Source: an optimization exercise on an open RTL-to-GDS flow (aim: small area and a short achievable clock period). Production flows keep margins and buffers that such runs may drop. At most, simulation tests tie the RTL to the original design; equivalence was not proved. For run 1, only the layout was checked, not whether the RTL still works. No activity file was given, so power comes from the tool's default toggle rates.

`flow/design.v`:
```
module ALU_TOP #(parameter Width = 16)
(
  input  [Width-1:0] A,
  input  [Width-1:0] B,
  input  [3:0]       ALU_FUN,
  input              CLK,
  input              RST,
  output [Width-1:0] Arith_OUT,
  output             Arith_Flag,
  output             Carry_OUT,
  output [Width-1:0] Logic_Out,
  output             Logic_Flag,
  output [Width-1:0] CMP_OUT,
  output             CMP_Flag,
  output             Shift_Flag,
  output [Width-1:0] Shift_OUT
);
  wire mul1 = (ALU_FUN == 4'b0010);
  wire div1 = (ALU_FUN == 4'b0011);
  wire s1 = ~ALU_FUN[2] & (ALU_FUN[0] | ALU_FUN[3]);
  wire [15:0] bx1 = B ^ {16{s1}};
  wire [16:0] bz1;
  assign bz1[0] = 1'b1;
  assign bz1[1] = bz1[0] & ~B[15];
  assign bz1[2] = bz1[1] & ~B[14];
  assign bz1[3] = bz1[2] & ~B[13];
  assign bz1[4] = bz1[3] & ~B[12];
  assign bz1[5] = bz1[4] & ~B[11];
  assign bz1[6] = bz1[5] & ~B[10];
  assign bz1[7] = bz1[6] & ~B[9];
  assign bz1[8] = bz1[7] & ~B[8];
  assign bz1[9] = bz1[8] & ~B[7];
  assign bz1[10] = bz1[9] & ~B[6];
  assign bz1[11] = bz1[10] & ~B[5];
  assign bz1[12] = bz1[11] & ~B[4];
  assign bz1[13] = bz1[12] & ~B[3];
  assign bz1[14] = bz1[13] & ~B[2];
  assign bz1[15] = bz1[14] & ~B[1];
  assign bz1[16] = bz1[15] & ~B[0];
  wire r15_a = A[15] & ~mul1;
  wire [0:0] r15_t = r15_a;
  wire [0:0] r15_p = r15_t ^ bx1[0:0];
  wire [0:0] r15_g = r15_t & bx1[0:0];
  wire r15_G1 = r15_g[0] | (r15_p[0] & s1);
  wire [0:0] r15_s;
  assign r15_s[0] = r15_p[0] ^ s1;
  wire r15_c = r15_G1;
  wire r15_sel = (mul1 & A[15]) | (div1 & bz1[15] & r15_c);
  wire [0:0] r15_r = r15_sel ? r15_s : r15_t;
  wire r14_a = A[14] & ~mul1;
  wire [1:0] r14_t = {r15_r[0:0], r14_a};
  wire [1:0] r14_p = r14_t ^ bx1[1:0];
  wire [1:0] r14_g = r14_t & bx1[1:0];
  wire r14_G1 = r14_g[0] | (r14_p[0] & s1);
  wire r14_G2 = r14_g[1] | (r14_p[1] & r14_G1);
  wire [1:0] r14_s;
  assign r14_s[0] = r14_p[0] ^ s1;
  assign r14_s[1] = r14_p[1] ^ r14_G1;
  wire r14_c = r14_G2;
  wire r14_sel = (mul1 & A[14]) | (div1 & bz1[14] & r14_c);
  wire [1:0] r14_r = r14_sel ? r14_s : r14_t;
  wire r13_a = A[13] & ~mul1;
  wire [2:0] r13_t = {r14_r[1:0], r13_a};
  wire [2:0] r13_p = r13_t ^ bx1[2:0];
  wire [2:0] r13_g = r13_t & bx1[2:0];
  wire r13_G1 = r13_g[0] | (r13_p[0] & s1);
  wire r13_G2 = r13_g[2] | (r13_p[2] & r13_g[1]);
  wire r13_P2 = r13_p[2] & r13_p[1];
  wire r13_G3 = r13_g[1] | (r13_p[1] & r13_G1);
  wire r13_G4 = r13_G2 | (r13_P2 & r13_G1);
  wire [2:0] r13_s;
  assign r13_s[0] = r13_p[0] ^ s1;
  assign r13_s[1] = r13_p[1] ^ r13_G1;
  assign r13_s[2] = r13_p[2] ^ r13_G3;
  wire r13_c = r13_G4;
  wire r13_sel = (mul1 & A[13]) | (div1 & bz1[13] & r13_c);
  wire [2:0] r13_r = r13_sel ? r13_s : r13_t;
  wire r12_a = A[12] & ~mul1;
  wire [3:0] r12_t = {r13_r[2:0], r12_a};
  wire [3:0] r12_p = r12_t ^ bx1[3:0];
  wire [3:0] r12_g = r12_t & bx1[3:0];
  wire r12_G1 = r12_g[0] | (r12_p[0] & s1);
  wire r12_G2 = r12_g[2] | (r12_p[2] & r12_g[1]);
  wire r12_P2 = r12_p[2] & r12_p[1];
  wire r12_G3 = r12_g[1] | (r12_p[1] & r12_G1);
  wire r12_G4 = r12_G2 | (r12_P2 & r12_G1);
  wire r12_G5 = r12_g[3] | (r12_p[3] & r12_G4);
  wire [3:0] r12_s;
  assign r12_s[0] = r12_p[0] ^ s1;
  assign r12_s[1] = r12_p[1] ^ r12_G1;
  assign r12_s[2] = r12_p[2] ^ r12_G3;
  assign r12_s[3] = r12_p[3] ^ r12_G4;
  wire r12_c = r12_G5;
  wire r12_sel = (mul1 & A[12]) | (div1 & bz1[12] & r12_c);
  wire [3:0] r12_r = r12_sel ? r12_s : r12_t;
  wire r11_a = A[11] & ~mul1;
  wire [4:0] r11_t = {r12_r[3:0], r11_a};
  wire [4:0] r11_p = r11_t ^ bx1[4:0];
  wire [4:0] r11_g = r11_t & bx1[4:0];
  wire r11_G1 = r11_g[0] | (r11_p[0] & s1);
  wire r11_G2 = r11_g[2] | (r11_p[2] & r11_g[1]);
  wire r11_P2 = r11_p[2] & r11_p[1];
  wire r11_G3 = r11_g[4] | (r11_p[4] & r11_g[3]);
  wire r11_P3 = r11_p[4] & r11_p[3];
  wire r11_G4 = r11_g[1] | (r11_p[1] & r11_G1);
  wire r11_G5 = r11_G2 | (r11_P2 & r11_G1);
  wire r11_G6 = r11_g[3] | (r11_p[3] & r11_G5);
  wire r11_G7 = r11_G3 | (r11_P3 & r11_G5);
  wire [4:0] r11_s;
  assign r11_s[0] = r11_p[0] ^ s1;
  assign r11_s[1] = r11_p[1] ^ r11_G1;
  assign r11_s[2] = r11_p[2] ^ r11_G4;
  assign r11_s[3] = r11_p[3] ^ r11_G5;
  assign r11_s[4] = r11_p[4] ^ r11_G6;
  wire r11_c = r11_G7;
  wire r11_sel = (mul1 & A[11]) | (div1 & bz1[11] & r11_c);
  wire [4:0] r11_r = r11_sel ? r11_s : r11_t;
  wire r10_a = A[10] & ~mul1;
  wire [5:0] r10_t = {r11_r[4:0], r10_a};
  wire [5:0] r10_p = r10_t ^ bx1[5:0];
  wire [5:0] r10_g = r10_t & bx1[5:0];
  wire r10_G1 = r10_g[0] | (r10_p[0] & s1);
  wire r10_G2 = r10_g[2] | (r10_p[2] & r10_g[1]);
  wire r10_P2 = r10_p[2] & r10_p[1];
  wire r10_G3 = r10_g[4] | (r10_p[4] & r10_g[3]);
  wire r10_P3 = r10_p[4] & r10_p[3];
  wire r10_G4 = r10_g[1] | (r10_p[1] & r10_G1);
  wire r10_G5 = r10_G2 | (r10_P2 & r10_G1);
  wire r10_G6 = r10_g[5] | (r10_p[5] & r10_G3);
  wire r10_P6 = r10_p[5] & r10_P3;
  wire r10_G7 = r10_g[3] | (r10_p[3] & r10_G5);
  wire r10_G8 = r10_G3 | (r10_P3 & r10_G5);
  wire r10_G9 = r10_G6 | (r10_P6 & r10_G5);
  wire [5:0] r10_s;
  assign r10_s[0] = r10_p[0] ^ s1;
  assign r10_s[1] = r10_p[1] ^ r10_G1;
  assign r10_s[2] = r10_p[2] ^ r10_G4;
  assign r10_s[3] = r10_p[3] ^ r10_G5;
  assign r10_s[4] = r10_p[4] ^ r10_G7;
  assign r10_s[5] = r10_p[5] ^ r10_G8;
  wire r10_c = r10_G9;
  wire r10_sel = (mul1 & A[10]) | (div1 & bz1[10] & r10_c);
  wire [5:0] r10_r = r10_sel ? r10_s : r10_t;
  wire r9_a = A[9] & ~mul1;
  wire [6:0] r9_t = {r10_r[5:0], r9_a};
  wire [6:0] r9_p = r9_t ^ bx1[6:0];
  wire [6:0] r9_g = r9_t & bx1[6:0];
  wire r9_G1 = r9_g[0] | (r9_p[0] & s1);
  wire r9_G2 = r9_g[2] | (r9_p[2] & r9_g[1]);
  wire r9_P2 = r9_p[2] & r9_p[1];
  wire r9_G3 = r9_g[4] | (r9_p[4] & r9_g[3]);
  wire r9_P3 = r9_p[4] & r9_p[3];
  wire r9_G4 = r9_g[6] | (r9_p[6] & r9_g[5]);
  wire r9_P4 = r9_p[6] & r9_p[5];
  wire r9_G5 = r9_g[1] | (r9_p[1] & r9_G1);
  wire r9_G6 = r9_G2 | (r9_P2 & r9_G1);
  wire r9_G7 = r9_g[5] | (r9_p[5] & r9_G3);
  wire r9_P7 = r9_p[5] & r9_P3;
  wire r9_G8 = r9_G4 | (r9_P4 & r9_G3);
  wire r9_P8 = r9_P4 & r9_P3;
  wire r9_G9 = r9_g[3] | (r9_p[3] & r9_G6);
  wire r9_G10 = r9_G3 | (r9_P3 & r9_G6);
  wire r9_G11 = r9_G7 | (r9_P7 & r9_G6);
  wire r9_G12 = r9_G8 | (r9_P8 & r9_G6);
  wire [6:0] r9_s;
  assign r9_s[0] = r9_p[0] ^ s1;
  assign r9_s[1] = r9_p[1] ^ r9_G1;
  assign r9_s[2] = r9_p[2] ^ r9_G5;
  assign r9_s[3] = r9_p[3] ^ r9_G6;
  assign r9_s[4] = r9_p[4] ^ r9_G9;
  assign r9_s[5] = r9_p[5] ^ r9_G10;
  assign r9_s[6] = r9_p[6] ^ r9_G11;
  wire r9_c = r9_G12;
  wire r9_sel = (mul1 & A[9]) | (div1 & bz1[9] & r9_c);
  wire [6:0] r9_r = r9_sel ? r9_s : r9_t;
  wire r8_a = A[8] & ~mul1;
  wire [7:0] r8_t = {r9_r[6:0], r8_a};
  wire [7:0] r8_p = r8_t ^ bx1[7:0];
  wire [7:0] r8_g = r8_t & bx1[7:0];
  wire r8_G1 = r8_g[0] | (r8_p[0] & s1);
  wire r8_G2 = r8_g[2] | (r8_p[2] & r8_g[1]);
  wire r8_P2 = r8_p[2] & r8_p[1];
  wire r8_G3 = r8_g[4] | (r8_p[4] & r8_g[3]);
  wire r8_P3 = r8_p[4] & r8_p[3];
  wire r8_G4 = r8_g[6] | (r8_p[6] & r8_g[5]);
  wire r8_P4 = r8_p[6] & r8_p[5];
  wire r8_G5 = r8_g[1] | (r8_p[1] & r8_G1);
  wire r8_G6 = r8_G2 | (r8_P2 & r8_G1);
  wire r8_G7 = r8_g[5] | (r8_p[5] & r8_G3);
  wire r8_P7 = r8_p[5] & r8_P3;
  wire r8_G8 = r8_G4 | (r8_P4 & r8_G3);
  wire r8_P8 = r8_P4 & r8_P3;
  wire r8_G9 = r8_g[3] | (r8_p[3] & r8_G6);
  wire r8_G10 = r8_G3 | (r8_P3 & r8_G6);
  wire r8_G11 = r8_G7 | (r8_P7 & r8_G6);
  wire r8_G12 = r8_G8 | (r8_P8 & r8_G6);
  wire r8_G13 = r8_g[7] | (r8_p[7] & r8_G12);
  wire [7:0] r8_s;
  assign r8_s[0] = r8_p[0] ^ s1;
  assign r8_s[1] = r8_p[1] ^ r8_G1;
  assign r8_s[2] = r8_p[2] ^ r8_G5;
  assign r8_s[3] = r8_p[3] ^ r8_G6;
  assign r8_s[4] = r8_p[4] ^ r8_G9;
  assign r8_s[5] = r8_p[5] ^ r8_G10;
  assign r8_s[6] = r8_p[6] ^ r8_G11;
  assign r8_s[7] = r8_p[7] ^ r8_G12;
  wire r8_c = r8_G13;
  wire r8_sel = (mul1 & A[8]) | (div1 & bz1[8] & r8_c);
  wire [7:0] r8_r = r8_sel ? r8_s : r8_t;
  wire r7_a = A[7] & ~mul1;
  wire [8:0] r7_t = {r8_r[7:0], r7_a};
  wire [8:0] r7_p = r7_t ^ bx1[8:0];
  wire [8:0] r7_g = r7_t & bx1[8:0];
  wire r7_G1 = r7_g[0] | (r7_p[0] & s1);
  wire r7_G2 = r7_g[2] | (r7_p[2] & r7_g[1]);
  wire r7_P2 = r7_p[2] & r7_p[1];
  wire r7_G3 = r7_g[4] | (r7_p[4] & r7_g[3]);
  wire r7_P3 = r7_p[4] & r7_p[3];
  wire r7_G4 = r7_g[6] | (r7_p[6] & r7_g[5]);
  wire r7_P4 = r7_p[6] & r7_p[5];
  wire r7_G5 = r7_g[8] | (r7_p[8] & r7_g[7]);
  wire r7_P5 = r7_p[8] & r7_p[7];
  wire r7_G6 = r7_g[1] | (r7_p[1] & r7_G1);
  wire r7_G7 = r7_G2 | (r7_P2 & r7_G1);
  wire r7_G8 = r7_g[5] | (r7_p[5] & r7_G3);
  wire r7_P8 = r7_p[5] & r7_P3;
  wire r7_G9 = r7_G4 | (r7_P4 & r7_G3);
  wire r7_P9 = r7_P4 & r7_P3;
  wire r7_G10 = r7_g[3] | (r7_p[3] & r7_G7);
  wire r7_G11 = r7_G3 | (r7_P3 & r7_G7);
  wire r7_G12 = r7_G8 | (r7_P8 & r7_G7);
  wire r7_G13 = r7_G9 | (r7_P9 & r7_G7);
  wire r7_G14 = r7_g[7] | (r7_p[7] & r7_G13);
  wire r7_G15 = r7_G5 | (r7_P5 & r7_G13);
  wire [8:0] r7_s;
  assign r7_s[0] = r7_p[0] ^ s1;
  assign r7_s[1] = r7_p[1] ^ r7_G1;
  assign r7_s[2] = r7_p[2] ^ r7_G6;
  assign r7_s[3] = r7_p[3] ^ r7_G7;
  assign r7_s[4] = r7_p[4] ^ r7_G10;
  assign r7_s[5] = r7_p[5] ^ r7_G11;
  assign r7_s[6] = r7_p[6] ^ r7_G12;
  assign r7_s[7] = r7_p[7] ^ r7_G13;
  assign r7_s[8] = r7_p[8] ^ r7_G14;
  wire r7_c = r7_G15;
  wire r7_sel = (mul1 & A[7]) | (div1 & bz1[7] & r7_c);
  wire [8:0] r7_r = r7_sel ? r7_s : r7_t;
  wire r6_a = A[6] & ~mul1;
  wire [9:0] r6_t = {r7_r[8:0], r6_a};
  wire [9:0] r6_p = r6_t ^ bx1[9:0];
  wire [9:0] r6_g = r6_t & bx1[9:0];
  wire r6_G1 = r6_g[0] | (r6_p[0] & s1);
  wire r6_G2 = r6_g[2] | (r6_p[2] & r6_g[1]);
  wire r6_P2 = r6_p[2] & r6_p[1];
  wire r6_G3 = r6_g[4] | (r6_p[4] & r6_g[3]);
  wire r6_P3 = r6_p[4] & r6_p[3];
  wire r6_G4 = r6_g[6] | (r6_p[6] & r6_g[5]);
  wire r6_P4 = r6_p[6] & r6_p[5];
  wire r6_G5 = r6_g[8] | (r6_p[8] & r6_g[7]);
  wire r6_P5 = r6_p[8] & r6_p[7];
  wire r6_G6 = r6_g[1] | (r6_p[1] & r6_G1);
  wire r6_G7 = r6_G2 | (r6_P2 & r6_G1);
  wire r6_G8 = r6_g[5] | (r6_p[5] & r6_G3);
  wire r6_P8 = r6_p[5] & r6_P3;
  wire r6_G9 = r6_G4 | (r6_P4 & r6_G3);
  wire r6_P9 = r6_P4 & r6_P3;
  wire r6_G10 = r6_g[9] | (r6_p[9] & r6_G5);
  wire r6_P10 = r6_p[9] & r6_P5;
  wire r6_G11 = r6_g[3] | (r6_p[3] & r6_G7);
  wire r6_G12 = r6_G3 | (r6_P3 & r6_G7);
  wire r6_G13 = r6_G8 | (r6_P8 & r6_G7);
  wire r6_G14 = r6_G9 | (r6_P9 & r6_G7);
  wire r6_G15 = r6_g[7] | (r6_p[7] & r6_G14);
  wire r6_G16 = r6_G5 | (r6_P5 & r6_G14);
  wire r6_G17 = r6_G10 | (r6_P10 & r6_G14);
  wire [9:0] r6_s;
  assign r6_s[0] = r6_p[0] ^ s1;
  assign r6_s[1] = r6_p[1] ^ r6_G1;
  assign r6_s[2] = r6_p[2] ^ r6_G6;
  assign r6_s[3] = r6_p[3] ^ r6_G7;
  assign r6_s[4] = r6_p[4] ^ r6_G11;
  assign r6_s[5] = r6_p[5] ^ r6_G12;
  assign r6_s[6] = r6_p[6] ^ r6_G13;
  assign r6_s[7] = r6_p[7] ^ r6_G14;
  assign r6_s[8] = r6_p[8] ^ r6_G15;
  assign r6_s[9] = r6_p[9] ^ r6_G16;
  wire r6_c = r6_G17;
  wire r6_sel = (mul1 & A[6]) | (div1 & bz1[6] & r6_c);
  wire [9:0] r6_r = r6_sel ? r6_s : r6_t;
  reg [15:0]   BXr;   
  reg [5:0]  Alo;
  reg [9:0] Rr;    
  reg [15:6]   Qr;
  reg [1:0]    Fr;
  reg fA, fL, fC, fS;
  always @(posedge CLK) begin
    BXr <= bx1;
    Alo <= A[5:0];
    Rr  <= r6_r;
    Qr  <= {r15_sel, r14_sel, r13_sel, r12_sel, r11_sel, r10_sel, r9_sel, r8_sel, r7_sel, r6_sel};
    Fr  <= ALU_FUN[1:0];
  end
  always @(posedge CLK or negedge RST) begin
    if (!RST) begin
      fA <= 1'b0; fL <= 1'b0; fC <= 1'b0; fS <= 1'b0;
    end else begin
      fA <= (ALU_FUN[3:2] == 2'b00);
      fL <= (ALU_FUN[3:2] == 2'b01);
      fC <= (ALU_FUN[3:2] == 2'b10);
      fS <= (ALU_FUN[3:2] == 2'b11);
    end
  end
  wire add2 = fA & (Fr == 2'b00);
  wire sub2 = fA & (Fr == 2'b01);
  wire mul2 = fA & (Fr == 2'b10);
  wire div2 = fA & (Fr == 2'b11);
  wire sr = Fr[0] | fC;
  wire [16:0] bz2;
  assign bz2[0] = 1'b1;
  assign bz2[1] = bz2[0] & BXr[15];
  assign bz2[2] = bz2[1] & BXr[14];
  assign bz2[3] = bz2[2] & BXr[13];
  assign bz2[4] = bz2[3] & BXr[12];
  assign bz2[5] = bz2[4] & BXr[11];
  assign bz2[6] = bz2[5] & BXr[10];
  assign bz2[7] = bz2[6] & BXr[9];
  assign bz2[8] = bz2[7] & BXr[8];
  assign bz2[9] = bz2[8] & BXr[7];
  assign bz2[10] = bz2[9] & BXr[6];
  assign bz2[11] = bz2[10] & BXr[5];
  assign bz2[12] = bz2[11] & BXr[4];
  assign bz2[13] = bz2[12] & BXr[3];
  assign bz2[14] = bz2[13] & BXr[2];
  assign bz2[15] = bz2[14] & BXr[1];
  assign bz2[16] = bz2[15] & BXr[0];
  wire [15:0] Alo16 = {10'b0, Alo};
  wire r5_a = Alo16[5] & ~mul2;
  wire [10:0] r5_t = {Rr[9:0], r5_a};
  wire [10:0] r5_p = r5_t ^ BXr[10:0];
  wire [10:0] r5_g = r5_t & BXr[10:0];
  wire r5_G1 = r5_g[0] | (r5_p[0] & sr);
  wire r5_G2 = r5_g[2] | (r5_p[2] & r5_g[1]);
  wire r5_P2 = r5_p[2] & r5_p[1];
  wire r5_G3 = r5_g[4] | (r5_p[4] & r5_g[3]);
  wire r5_P3 = r5_p[4] & r5_p[3];
  wire r5_G4 = r5_g[6] | (r5_p[6] & r5_g[5]);
  wire r5_P4 = r5_p[6] & r5_p[5];
  wire r5_G5 = r5_g[8] | (r5_p[8] & r5_g[7]);
  wire r5_P5 = r5_p[8] & r5_p[7];
  wire r5_G6 = r5_g[10] | (r5_p[10] & r5_g[9]);
  wire r5_P6 = r5_p[10] & r5_p[9];
  wire r5_G7 = r5_g[1] | (r5_p[1] & r5_G1);
  wire r5_G8 = r5_G2 | (r5_P2 & r5_G1);
  wire r5_G9 = r5_g[5] | (r5_p[5] & r5_G3);
  wire r5_P9 = r5_p[5] & r5_P3;
  wire r5_G10 = r5_G4 | (r5_P4 & r5_G3);
  wire r5_P10 = r5_P4 & r5_P3;
  wire r5_G11 = r5_g[9] | (r5_p[9] & r5_G5);
  wire r5_P11 = r5_p[9] & r5_P5;
  wire r5_G12 = r5_G6 | (r5_P6 & r5_G5);
  wire r5_P12 = r5_P6 & r5_P5;
  wire r5_G13 = r5_g[3] | (r5_p[3] & r5_G8);
  wire r5_G14 = r5_G3 | (r5_P3 & r5_G8);
  wire r5_G15 = r5_G9 | (r5_P9 & r5_G8);
  wire r5_G16 = r5_G10 | (r5_P10 & r5_G8);
  wire r5_G17 = r5_g[7] | (r5_p[7] & r5_G16);
  wire r5_G18 = r5_G5 | (r5_P5 & r5_G16);
  wire r5_G19 = r5_G11 | (r5_P11 & r5_G16);
  wire r5_G20 = r5_G12 | (r5_P12 & r5_G16);
  wire [10:0] r5_s;
  assign r5_s[0] = r5_p[0] ^ sr;
  assign r5_s[1] = r5_p[1] ^ r5_G1;
  assign r5_s[2] = r5_p[2] ^ r5_G7;
  assign r5_s[3] = r5_p[3] ^ r5_G8;
  assign r5_s[4] = r5_p[4] ^ r5_G13;
  assign r5_s[5] = r5_p[5] ^ r5_G14;
  assign r5_s[6] = r5_p[6] ^ r5_G15;
  assign r5_s[7] = r5_p[7] ^ r5_G16;
  assign r5_s[8] = r5_p[8] ^ r5_G17;
  assign r5_s[9] = r5_p[9] ^ r5_G18;
  assign r5_s[10] = r5_p[10] ^ r5_G19;
  wire r5_c = r5_G20;
  wire r5_sel = (mul2 & Alo16[5]) | (div2 & bz2[5] & r5_c);
  wire [10:0] r5_r = r5_sel ? r5_s : r5_t;
  wire r4_a = Alo16[4] & ~mul2;
  wire [11:0] r4_t = {r5_r[10:0], r4_a};
  wire [11:0] r4_p = r4_t ^ BXr[11:0];
  wire [11:0] r4_g = r4_t & BXr[11:0];
  wire r4_G1 = r4_g[0] | (r4_p[0] & sr);
  wire r4_G2 = r4_g[2] | (r4_p[2] & r4_g[1]);
  wire r4_P2 = r4_p[2] & r4_p[1];
  wire r4_G3 = r4_g[4] | (r4_p[4] & r4_g[3]);
  wire r4_P3 = r4_p[4] & r4_p[3];
  wire r4_G4 = r4_g[6] | (r4_p[6] & r4_g[5]);
  wire r4_P4 = r4_p[6] & r4_p[5];
  wire r4_G5 = r4_g[8] | (r4_p[8] & r4_g[7]);
  wire r4_P5 = r4_p[8] & r4_p[7];
  wire r4_G6 = r4_g[10] | (r4_p[10] & r4_g[9]);
  wire r4_P6 = r4_p[10] & r4_p[9];
  wire r4_G7 = r4_g[1] | (r4_p[1] & r4_G1);
  wire r4_G8 = r4_G2 | (r4_P2 & r4_G1);
  wire r4_G9 = r4_g[5] | (r4_p[5] & r4_G3);
  wire r4_P9 = r4_p[5] & r4_P3;
  wire r4_G10 = r4_G4 | (r4_P4 & r4_G3);
  wire r4_P10 = r4_P4 & r4_P3;
  wire r4_G11 = r4_g[9] | (r4_p[9] & r4_G5);
  wire r4_P11 = r4_p[9] & r4_P5;
  wire r4_G12 = r4_G6 | (r4_P6 & r4_G5);
  wire r4_P12 = r4_P6 & r4_P5;
  wire r4_G13 = r4_g[3] | (r4_p[3] & r4_G8);
  wire r4_G14 = r4_G3 | (r4_P3 & r4_G8);
  wire r4_G15 = r4_G9 | (r4_P9 & r4_G8);
  wire r4_G16 = r4_G10 | (r4_P10 & r4_G8);
  wire r4_G17 = r4_g[11] | (r4_p[11] & r4_G12);
  wire r4_P17 = r4_p[11] & r4_P12;
  wire r4_G18 = r4_g[7] | (r4_p[7] & r4_G16);
  wire r4_G19 = r4_G5 | (r4_P5 & r4_G16);
  wire r4_G20 = r4_G11 | (r4_P11 & r4_G16);
  wire r4_G21 = r4_G12 | (r4_P12 & r4_G16);
  wire r4_G22 = r4_G17 | (r4_P17 & r4_G16);
  wire [11:0] r4_s;
  assign r4_s[0] = r4_p[0] ^ sr;
  assign r4_s[1] = r4_p[1] ^ r4_G1;
  assign r4_s[2] = r4_p[2] ^ r4_G7;
  assign r4_s[3] = r4_p[3] ^ r4_G8;
  assign r4_s[4] = r4_p[4] ^ r4_G13;
  assign r4_s[5] = r4_p[5] ^ r4_G14;
  assign r4_s[6] = r4_p[6] ^ r4_G15;
  assign r4_s[7] = r4_p[7] ^ r4_G16;
  assign r4_s[8] = r4_p[8] ^ r4_G18;
  assign r4_s[9] = r4_p[9] ^ r4_G19;
  assign r4_s[10] = r4_p[10] ^ r4_G20;
  assign r4_s[11] = r4_p[11] ^ r4_G21;
  wire r4_c = r4_G22;
  wire r4_sel = (mul2 & Alo16[4]) | (div2 & bz2[4] & r4_c);
  wire [11:0] r4_r = r4_sel ? r4_s : r4_t;
  wire r3_a = Alo16[3] & ~mul2;
  wire [12:0] r3_t = {r4_r[11:0], r3_a};
  wire [12:0] r3_p = r3_t ^ BXr[12:0];
  wire [12:0] r3_g = r3_t & BXr[12:0];
  wire r3_G1 = r3_g[0] | (r3_p[0] & sr);
  wire r3_G2 = r3_g[2] | (r3_p[2] & r3_g[1]);
  wire r3_P2 = r3_p[2] & r3_p[1];
  wire r3_G3 = r3_g[4] | (r3_p[4] & r3_g[3]);
  wire r3_P3 = r3_p[4] & r3_p[3];
  wire r3_G4 = r3_g[6] | (r3_p[6] & r3_g[5]);
  wire r3_P4 = r3_p[6] & r3_p[5];
  wire r3_G5 = r3_g[8] | (r3_p[8] & r3_g[7]);
  wire r3_P5 = r3_p[8] & r3_p[7];
  wire r3_G6 = r3_g[10] | (r3_p[10] & r3_g[9]);
  wire r3_P6 = r3_p[10] & r3_p[9];
  wire r3_G7 = r3_g[12] | (r3_p[12] & r3_g[11]);
  wire r3_P7 = r3_p[12] & r3_p[11];
  wire r3_G8 = r3_g[1] | (r3_p[1] & r3_G1);
  wire r3_G9 = r3_G2 | (r3_P2 & r3_G1);
  wire r3_G10 = r3_g[5] | (r3_p[5] & r3_G3);
  wire r3_P10 = r3_p[5] & r3_P3;
  wire r3_G11 = r3_G4 | (r3_P4 & r3_G3);
  wire r3_P11 = r3_P4 & r3_P3;
  wire r3_G12 = r3_g[9] | (r3_p[9] & r3_G5);
  wire r3_P12 = r3_p[9] & r3_P5;
  wire r3_G13 = r3_G6 | (r3_P6 & r3_G5);
  wire r3_P13 = r3_P6 & r3_P5;
  wire r3_G14 = r3_g[3] | (r3_p[3] & r3_G9);
  wire r3_G15 = r3_G3 | (r3_P3 & r3_G9);
  wire r3_G16 = r3_G10 | (r3_P10 & r3_G9);
  wire r3_G17 = r3_G11 | (r3_P11 & r3_G9);
  wire r3_G18 = r3_g[11] | (r3_p[11] & r3_G13);
  wire r3_P18 = r3_p[11] & r3_P13;
  wire r3_G19 = r3_G7 | (r3_P7 & r3_G13);
  wire r3_P19 = r3_P7 & r3_P13;
  wire r3_G20 = r3_g[7] | (r3_p[7] & r3_G17);
  wire r3_G21 = r3_G5 | (r3_P5 & r3_G17);
  wire r3_G22 = r3_G12 | (r3_P12 & r3_G17);
  wire r3_G23 = r3_G13 | (r3_P13 & r3_G17);
  wire r3_G24 = r3_G18 | (r3_P18 & r3_G17);
  wire r3_G25 = r3_G19 | (r3_P19 & r3_G17);
  wire [12:0] r3_s;
  assign r3_s[0] = r3_p[0] ^ sr;
  assign r3_s[1] = r3_p[1] ^ r3_G1;
  assign r3_s[2] = r3_p[2] ^ r3_G8;
  assign r3_s[3] = r3_p[3] ^ r3_G9;
  assign r3_s[4] = r3_p[4] ^ r3_G14;
  assign r3_s[5] = r3_p[5] ^ r3_G15;
  assign r3_s[6] = r3_p[6] ^ r3_G16;
  assign r3_s[7] = r3_p[7] ^ r3_G17;
  assign r3_s[8] = r3_p[8] ^ r3_G20;
  assign r3_s[9] = r3_p[9] ^ r3_G21;
  assign r3_s[10] = r3_p[10] ^ r3_G22;
  assign r3_s[11] = r3_p[11] ^ r3_G23;
  assign r3_s[12] = r3_p[12] ^ r3_G24;
  wire r3_c = r3_G25;
  wire r3_sel = (mul2 & Alo16[3]) | (div2 & bz2[3] & r3_c);
  wire [12:0] r3_r = r3_sel ? r3_s : r3_t;
  wire r2_a = Alo16[2] & ~mul2;
  wire [13:0] r2_t = {r3_r[12:0], r2_a};
  wire [13:0] r2_p = r2_t ^ BXr[13:0];
  wire [13:0] r2_g = r2_t & BXr[13:0];
  wire r2_G1 = r2_g[0] | (r2_p[0] & sr);
  wire r2_G2 = r2_g[2] | (r2_p[2] & r2_g[1]);
  wire r2_P2 = r2_p[2] & r2_p[1];
  wire r2_G3 = r2_g[4] | (r2_p[4] & r2_g[3]);
  wire r2_P3 = r2_p[4] & r2_p[3];
  wire r2_G4 = r2_g[6] | (r2_p[6] & r2_g[5]);
  wire r2_P4 = r2_p[6] & r2_p[5];
  wire r2_G5 = r2_g[8] | (r2_p[8] & r2_g[7]);
  wire r2_P5 = r2_p[8] & r2_p[7];
  wire r2_G6 = r2_g[10] | (r2_p[10] & r2_g[9]);
  wire r2_P6 = r2_p[10] & r2_p[9];
  wire r2_G7 = r2_g[12] | (r2_p[12] & r2_g[11]);
  wire r2_P7 = r2_p[12] & r2_p[11];
  wire r2_G8 = r2_g[1] | (r2_p[1] & r2_G1);
  wire r2_G9 = r2_G2 | (r2_P2 & r2_G1);
  wire r2_G10 = r2_g[5] | (r2_p[5] & r2_G3);
  wire r2_P10 = r2_p[5] & r2_P3;
  wire r2_G11 = r2_G4 | (r2_P4 & r2_G3);
  wire r2_P11 = r2_P4 & r2_P3;
  wire r2_G12 = r2_g[9] | (r2_p[9] & r2_G5);
  wire r2_P12 = r2_p[9] & r2_P5;
  wire r2_G13 = r2_G6 | (r2_P6 & r2_G5);
  wire r2_P13 = r2_P6 & r2_P5;
  wire r2_G14 = r2_g[13] | (r2_p[13] & r2_G7);
  wire r2_P14 = r2_p[13] & r2_P7;
  wire r2_G15 = r2_g[3] | (r2_p[3] & r2_G9);
  wire r2_G16 = r2_G3 | (r2_P3 & r2_G9);
  wire r2_G17 = r2_G10 | (r2_P10 & r2_G9);
  wire r2_G18 = r2_G11 | (r2_P11 & r2_G9);
  wire r2_G19 = r2_g[11] | (r2_p[11] & r2_G13);
  wire r2_P19 = r2_p[11] & r2_P13;
  wire r2_G20 = r2_G7 | (r2_P7 & r2_G13);
  wire r2_P20 = r2_P7 & r2_P13;
  wire r2_G21 = r2_G14 | (r2_P14 & r2_G13);
  wire r2_P21 = r2_P14 & r2_P13;
  wire r2_G22 = r2_g[7] | (r2_p[7] & r2_G18);
  wire r2_G23 = r2_G5 | (r2_P5 & r2_G18);
  wire r2_G24 = r2_G12 | (r2_P12 & r2_G18);
  wire r2_G25 = r2_G13 | (r2_P13 & r2_G18);
  wire r2_G26 = r2_G19 | (r2_P19 & r2_G18);
  wire r2_G27 = r2_G20 | (r2_P20 & r2_G18);
  wire r2_G28 = r2_G21 | (r2_P21 & r2_G18);
  wire [13:0] r2_s;
  assign r2_s[0] = r2_p[0] ^ sr;
  assign r2_s[1] = r2_p[1] ^ r2_G1;
  assign r2_s[2] = r2_p[2] ^ r2_G8;
  assign r2_s[3] = r2_p[3] ^ r2_G9;
  assign r2_s[4] = r2_p[4] ^ r2_G15;
  assign r2_s[5] = r2_p[5] ^ r2_G16;
  assign r2_s[6] = r2_p[6] ^ r2_G17;
  assign r2_s[7] = r2_p[7] ^ r2_G18;
  assign r2_s[8] = r2_p[8] ^ r2_G22;
  assign r2_s[9] = r2_p[9] ^ r2_G23;
  assign r2_s[10] = r2_p[10] ^ r2_G24;
  assign r2_s[11] = r2_p[11] ^ r2_G25;
  assign r2_s[12] = r2_p[12] ^ r2_G26;
  assign r2_s[13] = r2_p[13] ^ r2_G27;
  wire r2_c = r2_G28;
  wire r2_sel = (mul2 & Alo16[2]) | (div2 & bz2[2] & r2_c);
  wire [13:0] r2_r = r2_sel ? r2_s : r2_t;
  wire r1_a = Alo16[1] & ~mul2;
  wire [14:0] r1_t = {r2_r[13:0], r1_a};
  wire [14:0] r1_p = r1_t ^ BXr[14:0];
  wire [14:0] r1_g = r1_t & BXr[14:0];
  wire r1_G1 = r1_g[0] | (r1_p[0] & sr);
  wire r1_G2 = r1_g[2] | (r1_p[2] & r1_g[1]);
  wire r1_P2 = r1_p[2] & r1_p[1];
  wire r1_G3 = r1_g[4] | (r1_p[4] & r1_g[3]);
  wire r1_P3 = r1_p[4] & r1_p[3];
  wire r1_G4 = r1_g[6] | (r1_p[6] & r1_g[5]);
  wire r1_P4 = r1_p[6] & r1_p[5];
  wire r1_G5 = r1_g[8] | (r1_p[8] & r1_g[7]);
  wire r1_P5 = r1_p[8] & r1_p[7];
  wire r1_G6 = r1_g[10] | (r1_p[10] & r1_g[9]);
  wire r1_P6 = r1_p[10] & r1_p[9];
  wire r1_G7 = r1_g[12] | (r1_p[12] & r1_g[11]);
  wire r1_P7 = r1_p[12] & r1_p[11];
  wire r1_G8 = r1_g[14] | (r1_p[14] & r1_g[13]);
  wire r1_P8 = r1_p[14] & r1_p[13];
  wire r1_G9 = r1_g[1] | (r1_p[1] & r1_G1);
  wire r1_G10 = r1_G2 | (r1_P2 & r1_G1);
  wire r1_G11 = r1_g[5] | (r1_p[5] & r1_G3);
  wire r1_P11 = r1_p[5] & r1_P3;
  wire r1_G12 = r1_G4 | (r1_P4 & r1_G3);
  wire r1_P12 = r1_P4 & r1_P3;
  wire r1_G13 = r1_g[9] | (r1_p[9] & r1_G5);
  wire r1_P13 = r1_p[9] & r1_P5;
  wire r1_G14 = r1_G6 | (r1_P6 & r1_G5);
  wire r1_P14 = r1_P6 & r1_P5;
  wire r1_G15 = r1_g[13] | (r1_p[13] & r1_G7);
  wire r1_P15 = r1_p[13] & r1_P7;
  wire r1_G16 = r1_G8 | (r1_P8 & r1_G7);
  wire r1_P16 = r1_P8 & r1_P7;
  wire r1_G17 = r1_g[3] | (r1_p[3] & r1_G10);
  wire r1_G18 = r1_G3 | (r1_P3 & r1_G10);
  wire r1_G19 = r1_G11 | (r1_P11 & r1_G10);
  wire r1_G20 = r1_G12 | (r1_P12 & r1_G10);
  wire r1_G21 = r1_g[11] | (r1_p[11] & r1_G14);
  wire r1_P21 = r1_p[11] & r1_P14;
  wire r1_G22 = r1_G7 | (r1_P7 & r1_G14);
  wire r1_P22 = r1_P7 & r1_P14;
  wire r1_G23 = r1_G15 | (r1_P15 & r1_G14);
  wire r1_P23 = r1_P15 & r1_P14;
  wire r1_G24 = r1_G16 | (r1_P16 & r1_G14);
  wire r1_P24 = r1_P16 & r1_P14;
  wire r1_G25 = r1_g[7] | (r1_p[7] & r1_G20);
  wire r1_G26 = r1_G5 | (r1_P5 & r1_G20);
  wire r1_G27 = r1_G13 | (r1_P13 & r1_G20);
  wire r1_G28 = r1_G14 | (r1_P14 & r1_G20);
  wire r1_G29 = r1_G21 | (r1_P21 & r1_G20);
  wire r1_G30 = r1_G22 | (r1_P22 & r1_G20);
  wire r1_G31 = r1_G23 | (r1_P23 & r1_G20);
  wire r1_G32 = r1_G24 | (r1_P24 & r1_G20);
  wire [14:0] r1_s;
  assign r1_s[0] = r1_p[0] ^ sr;
  assign r1_s[1] = r1_p[1] ^ r1_G1;
  assign r1_s[2] = r1_p[2] ^ r1_G9;
  assign r1_s[3] = r1_p[3] ^ r1_G10;
  assign r1_s[4] = r1_p[4] ^ r1_G17;
  assign r1_s[5] = r1_p[5] ^ r1_G18;
  assign r1_s[6] = r1_p[6] ^ r1_G19;
  assign r1_s[7] = r1_p[7] ^ r1_G20;
  assign r1_s[8] = r1_p[8] ^ r1_G25;
  assign r1_s[9] = r1_p[9] ^ r1_G26;
  assign r1_s[10] = r1_p[10] ^ r1_G27;
  assign r1_s[11] = r1_p[11] ^ r1_G28;
  assign r1_s[12] = r1_p[12] ^ r1_G29;
  assign r1_s[13] = r1_p[13] ^ r1_G30;
  assign r1_s[14] = r1_p[14] ^ r1_G31;
  wire r1_c = r1_G32;
  wire r1_sel = (mul2 & Alo16[1]) | (div2 & bz2[1] & r1_c);
  wire [14:0] r1_r = r1_sel ? r1_s : r1_t;
  wire r0_a = Alo16[0] & ~mul2;
  wire [15:0] r0_t = {r1_r[14:0], r0_a};
  wire [15:0] r0_p = r0_t ^ BXr[15:0];
  wire [15:0] r0_g = r0_t & BXr[15:0];
  wire r0_G1 = r0_g[0] | (r0_p[0] & sr);
  wire r0_G2 = r0_g[2] | (r0_p[2] & r0_g[1]);
  wire r0_P2 = r0_p[2] & r0_p[1];
  wire r0_G3 = r0_g[4] | (r0_p[4] & r0_g[3]);
  wire r0_P3 = r0_p[4] & r0_p[3];
  wire r0_G4 = r0_g[6] | (r0_p[6] & r0_g[5]);
  wire r0_P4 = r0_p[6] & r0_p[5];
  wire r0_G5 = r0_g[8] | (r0_p[8] & r0_g[7]);
  wire r0_P5 = r0_p[8] & r0_p[7];
  wire r0_G6 = r0_g[10] | (r0_p[10] & r0_g[9]);
  wire r0_P6 = r0_p[10] & r0_p[9];
  wire r0_G7 = r0_g[12] | (r0_p[12] & r0_g[11]);
  wire r0_P7 = r0_p[12] & r0_p[11];
  wire r0_G8 = r0_g[14] | (r0_p[14] & r0_g[13]);
  wire r0_P8 = r0_p[14] & r0_p[13];
  wire r0_G9 = r0_g[1] | (r0_p[1] & r0_G1);
  wire r0_G10 = r0_G2 | (r0_P2 & r0_G1);
  wire r0_G11 = r0_g[5] | (r0_p[5] & r0_G3);
  wire r0_P11 = r0_p[5] & r0_P3;
  wire r0_G12 = r0_G4 | (r0_P4 & r0_G3);
  wire r0_P12 = r0_P4 & r0_P3;
  wire r0_G13 = r0_g[9] | (r0_p[9] & r0_G5);
  wire r0_P13 = r0_p[9] & r0_P5;
  wire r0_G14 = r0_G6 | (r0_P6 & r0_G5);
  wire r0_P14 = r0_P6 & r0_P5;
  wire r0_G15 = r0_g[13] | (r0_p[13] & r0_G7);
  wire r0_P15 = r0_p[13] & r0_P7;
  wire r0_G16 = r0_G8 | (r0_P8 & r0_G7);
  wire r0_P16 = r0_P8 & r0_P7;
  wire r0_G17 = r0_g[3] | (r0_p[3] & r0_G10);
  wire r0_G18 = r0_G3 | (r0_P3 & r0_G10);
  wire r0_G19 = r0_G11 | (r0_P11 & r0_G10);
  wire r0_G20 = r0_G12 | (r0_P12 & r0_G10);
  wire r0_G21 = r0_g[11] | (r0_p[11] & r0_G14);
  wire r0_P21 = r0_p[11] & r0_P14;
  wire r0_G22 = r0_G7 | (r0_P7 & r0_G14);
  wire r0_P22 = r0_P7 & r0_P14;
  wire r0_G23 = r0_G15 | (r0_P15 & r0_G14);
  wire r0_P23 = r0_P15 & r0_P14;
  wire r0_G24 = r0_G16 | (r0_P16 & r0_G14);
  wire r0_P24 = r0_P16 & r0_P14;
  wire r0_G25 = r0_g[7] | (r0_p[7] & r0_G20);
  wire r0_G26 = r0_G5 | (r0_P5 & r0_G20);
  wire r0_G27 = r0_G13 | (r0_P13 & r0_G20);
  wire r0_G28 = r0_G14 | (r0_P14 & r0_G20);
  wire r0_G29 = r0_G21 | (r0_P21 & r0_G20);
  wire r0_G30 = r0_G22 | (r0_P22 & r0_G20);
  wire r0_G31 = r0_G23 | (r0_P23 & r0_G20);
  wire r0_G32 = r0_G24 | (r0_P24 & r0_G20);
  wire r0_G33 = r0_g[15] | (r0_p[15] & r0_G32);
  wire [15:0] r0_s;
  assign r0_s[0] = r0_p[0] ^ sr;
  assign r0_s[1] = r0_p[1] ^ r0_G1;
  assign r0_s[2] = r0_p[2] ^ r0_G9;
  assign r0_s[3] = r0_p[3] ^ r0_G10;
  assign r0_s[4] = r0_p[4] ^ r0_G17;
  assign r0_s[5] = r0_p[5] ^ r0_G18;
  assign r0_s[6] = r0_p[6] ^ r0_G19;
  assign r0_s[7] = r0_p[7] ^ r0_G20;
  assign r0_s[8] = r0_p[8] ^ r0_G25;
  assign r0_s[9] = r0_p[9] ^ r0_G26;
  assign r0_s[10] = r0_p[10] ^ r0_G27;
  assign r0_s[11] = r0_p[11] ^ r0_G28;
  assign r0_s[12] = r0_p[12] ^ r0_G29;
  assign r0_s[13] = r0_p[13] ^ r0_G30;
  assign r0_s[14] = r0_p[14] ^ r0_G31;
  assign r0_s[15] = r0_p[15] ^ r0_G32;
  wire r0_c = r0_G33;
  wire r0_sel = (mul2 & Alo16[0]) | (div2 & bz2[0] & r0_c) | add2 | sub2;
  wire r0_rsel = (mul2 & Alo16[0]) | add2 | sub2;
  wire [15:0] r0_r = r0_rsel ? r0_s : r0_t;
  wire [15:0] Ar = {Rr, Alo};    
  assign Arith_OUT  = div2 ? {Qr, r5_sel, r4_sel, r3_sel, r2_sel, r1_sel, r0_sel} : (fA ? r0_r : 16'b0);
  assign Arith_Flag = fA;
  assign Carry_OUT  = add2 & r0_c;
  wire [15:0] lg = r0_t & BXr;
  wire [15:0] lp = r0_t ^ BXr;
  wire [15:0] lo = {16{Fr[1]}} ^ (Fr[0] ? (lg | lp) : lg);
  assign Logic_Out  = fL ? lo : 16'b0;
  assign Logic_Flag = fL;
  wire eq = &(r0_t ^ BXr);
  wire ge = r0_c;
  wire gt = ge & ~eq;
  wire lt = ~ge;
  wire [1:0] cmp = (Fr == 2'b01) ? {1'b0, eq} :
                   (Fr == 2'b10) ? {gt, 1'b0} :
                   (Fr == 2'b11) ? {lt, lt} : 2'b00;
  assign CMP_OUT  = {14'b0, fC ? cmp : 2'b00};
  assign CMP_Flag = fC;
  reg [15:0] sh;
  always @(*) begin
    case (Fr)
      2'b00: sh = Ar >> 1;
      2'b01: sh = Ar << 1;
      2'b10: sh = BXr >> 1;      
      default: sh = BXr << 1;
    endcase
  end
  assign Shift_OUT  = fS ? sh : 16'b0;
  assign Shift_Flag = fS;
endmodule
```
`flow/flow/run.sh`:
```
#!/bin/bash
# The standard layout, with the smallest buffer on the ports.
export BUFFER_PORTS_ARGS="-buffer_cell sky130_fd_sc_hd__buf_1"
bash standard.sh > standard.log 2>&1
```
`flow/standard.sh`:
```
#!/bin/bash
# synth_recipe.tcl (not shown) runs the flow's synth.tcl, then flattens the netlist and writes it again
# the make line also repeats each setting of config.mk as NAME=value (left out here)
make -C /OpenROAD-flow-scripts/flow DESIGN_CONFIG=/design/flow/config.mk WORK_HOME=/design/flow/orfs CLKGATE_MAP_FILE= SYNTH_SCRIPT=/design/flow/synth_recipe.tcl "${@:-finish}"
```
`flow/config.mk`:
```
export PLATFORM = sky130hd
export DESIGN_NAME = ALU_TOP
export DESIGN_NICKNAME = ALU_TOP
export VERILOG_FILES = /design/flow/design.v
export SDC_FILE = /design/flow/constraint.sdc
export NUM_CORES = 4
export LEC_CHECK = 0
export ABC_AREA = 1
export CAP_MARGIN = 20
export CORE_MARGIN = 2
export CORE_UTILIZATION = 40
export SLEW_MARGIN = 20
```
`flow/constraint.sdc`:
```
create_clock -name core_clock -period 32.0 [get_ports {CLK}]
set_input_delay 6.4000 -clock core_clock [delete_from_list [all_inputs] [get_ports {CLK}]]
set_output_delay 6.4000 -clock core_clock [all_outputs]
set_load 0.01 [all_outputs]
```
==> results of run 1 <==
==> kinds of logic after synthesis <==
logic type,Yosys count,share of synthesized area
simple gates,672,0.305
buf+inv,257,0.109
compound gates,243,0.154
fa+ha+maj,178,0.259
xor+xnor,83,0.0736
flops,48,0.0993
other cells,1,0.000379
==> final timing paths <==
path / startpoint / end
max in group asynchronous: RST / fA
setup / recovery: Fr[1] / Arith_OUT[15]
min in group core_clock: A[0] / Alo[0]
hold / removal: RST / fS
==> cell usage after synthesis, types with 10 or more instances <==
library cell,instances,area share
clkbuf_1,16,0.0061
buf_4,16,0.012
nor2_1,54,0.021
o21ai_1,26,0.013
nand3_1,117,0.059
ha_1,134,0.17
inv_2,20,0.0076
inv_1,185,0.070
nand4_1,11,0.0070
and2_1,10,0.0063
xor2_1,53,0.047
o221ai_1,11,0.0097
o21ai_2,16,0.014
dfxtp_1,44,0.089
a21oi_1,83,0.042
fa_1,44,0.089
nand2_1,400,0.15
o21ai_0,55,0.028
or2_2,24,0.015
nand2_2,14,0.0089
xnor2_1,30,0.027
==> layer usage <==
metal	GRT usage	vias to the layer above	share of wire
met5	0	-	0.00045
met4	0.115	2	0.048
met1	0.326	4668	0.42
li1	-	4946	-
met2	0.445	367	0.47
met3	0.0272	91	0.061
==> final cells by class <==
type,count,area [um^2],share of cell area
sequential,48,982,0.0922
clock inverter,3,68.8,0.00646
tap,324,405,0.0380
multi-input combinational,1190,7870,0.738
timing repair buffer,99,398,0.0373
inverter,211,807,0.0757
clock buffer,5,125,0.0117
antenna,1,2.50,0.000235
==> cells in the final DEF (no fill, tap or decap), types with 7 or more instances in the layout <==
cell type    n
a21o_1       9
a21oi_1     83
and2_1      10
buf_1       92
buf_4        7
conb_1      14
dfxtp_1     43
fa_1        44
ha_1       134
inv_1      185
inv_2       20
nand2_1    400
nand2_2     14
nand3_1    117
nand3_2      9
nand4_1     11
nor2_1      54
nor3_1       7
o211ai_1     7
o21ai_0     55
o21ai_1     26
o21ai_2     16
o221ai_1    11
or2_2       24
xnor2_1     30
xor2_1      53
==> per-stage QoR <==
stage	hold WS, ns	worst slack (ns)	instances	total power (uW)
2_1_floorplan	6.10	12.22	1495	303
3_3_place_gp	6.24	9.81	1872	378
3_5_place_dp	6.24	9.42	1872	379
4_1_cts	5.93	9.06	1880	450
5_1_grt	5.94	7.54	1880	495
6_report	5.93	9.32	1881	451
==> power groups by stage <==
stage	sequential, uW	combinational [uW]	clock (uW)
final	80.6	300	70.1
after floorplan	73.9	229	0
after global routing	81.4	340	73.0
after global placement	82.0	296	0
after detailed placement	82.0	297	0
after CTS	80.6	299	70.6
==> flip-flops by register name, indices dropped and copies added (netlist names) <==
signal  flops
BXr        16
Qr         10
Rr         10
Alo         6
Fr          2
fA          1
fC          1
fL          1
fS          1
==> worst max-delay path: cells and delay by family, from the launching register on <==
kind            cells  cell delay (ns)
flops               1             0.70
compound gates     26             5.63
simple gates       50             5.24
fa+ha+maj           7             2.13
buf+inv            15             2.22
==> metrics.md, run 1 <==
| Metric | Value |
|---|---|
| Maximum VDD drop | 0.0257 mV |
| Combinational power share | 0.666 |
| First-pass GRT wire length | 52300 um |
| Slowest cell on crit path | dfxtp_2 |
| Critical Path Start Type | flop |
| CTS tree | yes |
| Post-synth EDFFs | 0 |
| Die H | 161 um |
| Async S/R FF share, synth | 0.0833 |
| Slew Limit Fails | 0 |
| Max-cap violations | 0 |
| Hold Crit Class | primary input to async pin |
| Lkg Pwr | 0.00559 uW |
| Mapped Area | 0.00988 mm^2 |
| F_max | 44.1 MHz |
| Drt wl/cell | 17.9 um |
| Synth cell types | 61 |
| Root Driver | clkbuf_16 |
| Main flop type after synthesis | dfxtp_1 |
| H-Tree Depth | 2 |
| Clock transition at the registers of the reported paths | 0.07 ns |
| Clock Sinks | 48 |
| Gr usage total | 0.258 |
| Worst Path Required | 25.60 ns |
| Setup violators final | 0 |
| Final nets | 1771 |
| Register area share after synthesis | 0.0993 |
| Post-route cell area | 0.0107 mm^2 |
| Number of vias per cell | 5.36 |
| Setup crit end kind | output port |
| Cell Pwr Density | 42.3 mW/mm^2 |
| Pre-antenna DRT Iters | 5 |
| Hold Violations, Final | 0 |
| Max_slew headroom | 0.287 |
| DRC | 0 |
| DRT iter0 DRCs | 760 |
| Post-DP HPWL | 28000 um |
| I/O pins | 107 |
| # port buffers | 92 |
| Synth Warn # | 1 |
| Initial antenna violation count | 2 |
| Power share of the sequential group | 0.179 |
| Net load switching power | 225 uW |
| Num CTS Buffers | 5 |
| Row count | 57 |
| Critical path class | flop to output port |
| Fillers | 2604 |
| Post-DP Area | 0.0105 mm^2 |
| Worst slew pin tran | 1.07 ns |
| Routed Antenna Nets | 0 |
| Final WL | 33600 um |
| Pint | 225 uW |
| FF+latch count, synth | 48 |
| Final design utilization | 0.438 |
| Post-CTS Resized | 0 |
| Setup TNS | 0 ns |
| Hold buffer count at CTS | 0 |
| Unrepaired setup endpoints after global routing | false |
| Post-Syn Area per Cell | 6.67 um^2 |
| Fraction of layout cells with a size suffix above 1 | 0.0829 |
| Tmin final | 22.68 ns |
| Largest net degree at the start of global routing | 45 |
| Net Sw Frac | 0.500 |
| Starting Density | 0.406 |
| Slowest stage delay, CP | 0.70 ns |
| Full die area | 0.0260 mm^2 |
| Clk pwr share | 0.155 |
| Area grow syn2layout | 7.85% |
| Crit-path max FO | 36 |
| Final worst-path cycle share | 0.709 |
| Status | no timing/DRC/antenna violations |
| Chip width | 161 um |
| Crit path top cell by count | nand2_1 |
| Remaining Overflow, GRT | 0 |
| DR vias | 10.1k |
| Setup Buffers After CTS | 0 |
| Core Footprint | 0.0243 mm^2 |
| Synth Instances | 1482 |
| GPL Wtd Cong | 0.977 |
| Max clock buf depth | 2 |
| Vias in the first global route | 9645 |
| Worst EP arrival | 16.28 ns |
==> run 2, diff against run 1 <==
--- a/flow/design.v
+++ b/flow/design.v
@@ -709,5 +709,11 @@
   assign Carry_OUT  = add2 & r0_c;
-  wire [15:0] lg = r0_t & BXr;
-  wire [15:0] lp = r0_t ^ BXr;
-  wire [15:0] lo = {16{Fr[1]}} ^ (Fr[0] ? (lg | lp) : lg);
+  reg [15:0] lo;    
+  always @(*) begin
+    case (Fr)
+      2'b00: lo = Ar & BXr;
+      2'b01: lo = Ar | BXr;
+      2'b10: lo = ~(Ar & BXr);
+      default: lo = ~(Ar | BXr);
+    endcase
+  end
   assign Logic_Out  = fL ? lo : 16'b0;
==> flow/flow/run.sh (replaced) <==
#!/bin/bash
# The standard layout, with two changes: synthesis leaves the adders to abc
# (no full/half-adder cells are extracted; registers are untouched), and the
# ports are buffered with the smallest buffer.
export BUFFER_PORTS_ARGS="-buffer_cell sky130_fd_sc_hd__buf_1"
bash standard.sh ADDER_MAP_FILE= finish > standard.log 2>&1
--- a/flow/config.mk
+++ b/flow/config.mk
@@ -11,2 +11,3 @@
 export CORE_UTILIZATION = 40
+export CTS_BUF_LIST = sky130_fd_sc_hd__clkbuf_8
 export SLEW_MARGIN = 20
==> run 2 against run 1 <==
  * Still clean
  * Flip-flop and latch count is the same
  * Clock power shrank 32%
  * Non-clock buffer count grew 6
  * Via count grew 32%
  * Power shrank 3.7%
==> metrics.md, run 2 <==
| Metric | Value |
|---|---|
| Die H | 169 um (+4.6%) |
| Status | no timing/DRC/antenna violations |
| Post-DP HPWL | 32800 um (+17%) |
| F_max | 50.3 MHz (+14%) |
| Largest cells by area after synthesis | nand2_1 (27%), nand3_1 (12%), inv_1 (8.8%) |
| Critical Path Start Type | flop |
| Main flop type after synthesis | dfxtp_1 |
| List of most frequent post-synthesis cells | nand2_1 (785), nand3_1 (266), inv_1 (254) |
| Register area share after synthesis | 0.0905 (-0.00878) |
| Gr usage total | 0.274 (+0.0161) |
| Top-count cell post-synth | nand2_1 |
| CP delay by family, top | simple AND/OR/NAND/NOR gates |
| Tmin final | 19.87 ns (-2.81 ns) |
| Post-CTS Resized | 0 (unchanged) |
| Final worst-path cycle share | 0.621 (-0.0877) |
| Critical path class | flop to output port |
| Inst Count DP | 2509 (+34%) |
| FF+latch count, synth | 48 (unchanged) |
| Commonest non-fill, non-tap cell in the layout | nand2_1 |
| Slowest stage delay, CP | 1.02 ns (+0.32 ns) |
| Setup TNS | 0 ns (unchanged) |
| Cell Pwr Density | 37.8 mW/mm^2 (-11%) |
| Clock Sinks | 48 (unchanged) |
| Full die area | 0.0284 mm^2 (+9.5%) |
| Async S/R FF share, synth | 0.0833 (unchanged) |
| Post-synth EDFFs | 0 (unchanged) |
| # diodes | 0 (-1) |
| Largest net degree at the start of global routing | 38 (-16%) |
| Synth Warn # | 1 (unchanged) |
| Max-cap violations | 0 (unchanged) |
| Buffers & Inverters on Critical Path | 5 (-10) |
| Num CTS Buffers | 5 (unchanged) |
| Synth Instances | 2115 (+43%) |
| DRC | 0 (unchanged) |
| Slew Limit Fails | 0 (unchanged) |
| Chip width | 169 um (+4.6%) |
| Fraction of layout cells with a size suffix above 1 | 0.0786 (-0.00432) |
| DRT iter0 DRCs | 1128 (+48%) |
| Final std cells w/o fill | 2517 (+34%) |
| Routed Antenna Nets | 0 (unchanged) |
| Row count | 60 (+5.3%) |
| Remaining Overflow, GRT | 0 (unchanged) |
| Most frequent cells in the layout | nand2_1 (785), nand3_1 (266), inv_1 (254) |
| GPL Wtd Cong | 0.953 (-2.4%) |
| Max_slew headroom | 0.300 (+0.0134) |
| Number of vias per cell | 5.29 (-1.2%) |
| Setup crit end kind | output port |
| Core Footprint | 0.0268 mm^2 (+10%) |
| Final nets | 2213 (+25%) |
| Post-synth top area share | 0.272 (+0.102) |
| Maximum VDD drop | 0.0239 mV (-7.1%) |
| Unrepaired setup endpoints after global routing | false |
| Mapped Area | 0.0108 mm^2 (+9.7%) |
| Post-Syn Area per Cell | 5.13 um^2 (-23%) |
| Hold Violations, Final | 0 (unchanged) |
| Root Driver | clkbuf_8 |
| Slowest cell on crit path | dfxtp_1 |
| I/O pins | 107 (unchanged) |
| Max clock buf depth | 2 (unchanged) |
| Final WL | 40200 um (+19%) |
| Hold buffer count at CTS | 0 (unchanged) |
| Largest register FFs | 16 (unchanged) |
| Largest registers | BXr: 16 flops, Qr: 10 flops, Rr: 10 flops |
| Crit path top cell by count | nand2_1 |
| Most flops, register | BXr |
| Worst slew pin tran | 1.05 ns (-0.0179 ns) |
| Synth cell types | 58 (-4.9%) |
| Clock transition at the registers of the reported paths | 0.09 ns (+0.02 ns) |
| Starting Density | 0.404 (-0.00186) |
| Area grow syn2layout | 5.89% |
| Worst Path Required | 25.60 ns (about the same) |
| Hold Crit Class | primary input to async pin |
| Initial antenna violation count | 0 (-2) |
| Worst EP arrival | 13.47 ns (-2.81 ns) |
| Vias in the first global route | 11.9k (+23%) |
| Setup Buffers After CTS | 0 (unchanged) |
| Setup violators final | 0 (unchanged) |
| Crit path depth | 69 (-30%) |
| Area leader, netlist | nand2_1 |
| First-pass GRT wire length | 62100 um (+19%) |
| # port buffers | 92 (unchanged) |
| Crit-path max FO | 36 (unchanged) |
| Pre-antenna DRT Iters | 6 (+1) |
| H-Tree Depth | 2 (unchanged) |
| Lkg Pwr | 0.00653 uW (+17%) |
| CTS tree | yes |
| Drt wl/cell | 16.0 um (-11%) |
| DR vias | 13.3k (+32%) |
## run 2: changes by cell type in the layout (fill, tap and decap cells not counted), moves of 15 or more
cell | previous run | this run
xor2_1 | 53 | 78
nand2_2 | 14 | 58
or2_2 | 24 | 7
inv_1 | 185 | 254
o21ai_0 | 55 | 70
nor2_1 | 54 | 159
a21oi_1 | 83 | 98
fa_1 | 44 | 0
nand2_1 | 400 | 785
nand3_1 | 117 | 266
xnor2_1 | 30 | 13
ha_1 | 134 | 0
## run 2: final timing paths
check	startpoint	slack, ns	endpoint
hold / removal	RST	5.90	fS
setup / recovery	Fr[1]	12.13	Arith_OUT[0]
min in group core_clock	A[2]	6.17	Alo[2]
max in group asynchronous	RST	25.92	fL
## run 2: layout make-up
type	count	area [um^2]
flip-flops and latches	48	981
well taps	341	427
fillers	3062	15300
clock inverters	2	38.8
clock buffers	6	82.6
multi-input cells	1725	8410
inverters	290	1100
repair buffers	105	443
## run 2: metrics by stage
stage	setup WS, ns	cell area (um^2)	hold WS, ns	util	total power [uW]
after floorplan	17.27	10900	6.10	-	309
after global placement	13.10	11400	6.23	0.424	380
after detailed placement	12.80	11400	6.24	0.424	382
after CTS	12.44	11500	5.90	0.428	430
after global routing	10.64	11500	5.90	0.428	475
final	12.13	11500	5.90	0.428	434
## run 2: per-layer routing
layer	up-vias	wire (um)	GRT usage
met1	5982	16600	0.331
met4	0	1580	0.108
met3	100	2400	0.0257
met2	459	19600	0.500
li1	6782	-	-
met5	-	0	0
## run 2: cell families (layout without fill, tap and decap cells)
kind of cell / after synthesis / in the layout / synth area share
AOI/OAI and AO/OA: 259 / 259 / 0.141
buffers and inverters: 355 / 403 / 0.139
xor gates and xnor gates: 91 / 91 / 0.0735
adders and majority gates: 1 / 1 / 0.000923
muxes: 1 / 1 / 0.000923
and+or+nand+nor: 1359 / 1359 / 0.554
other: 1 / 14 / 0.000346
DFF: 48 / 48 / 0.0905
## run 2: report_power, final
part / internal [uW] / leakage, uW / switching, uW
Combinational: 98.5 / 0.00605 / 209
Clock: 25.6 / 0.0000614 / 21.8
Sequential: 64.8 / 0.000419 / 14.7
Total: 189 / 0.00653 / 245

## what the ideal ports hide
The flow's constraints put no driver on any port. The routed layouts listed below were extracted and timed again, unchanged, in two steps. Step 1 (the two cells are an assumption about what drives the block):
set clk [get_ports {CLK}]
set_driving_cell -lib_cell sky130_fd_sc_hd__clkbuf_16 $clk
set_driving_cell -lib_cell sky130_fd_sc_hd__buf_2 [delete_from_list [all_inputs] $clk]
Step 2, shift: input delay + t, output delay - t, t = (earliest + latest rising clock arrival at the registers) / 2. This alone moves slack from input paths to output paths. a / b / c = no drivers / after step 1 / after step 2; a / b = the first two.
run	t (ns)	setup slack, ns	worst slew at a driven data input, ns
run 1	0.332	9.323 / 9.283 / 9.614	0.04
run 2	0.340	12.130 / 12.097 / 12.436	0.04
After both steps every run listed still meets setup and hold.
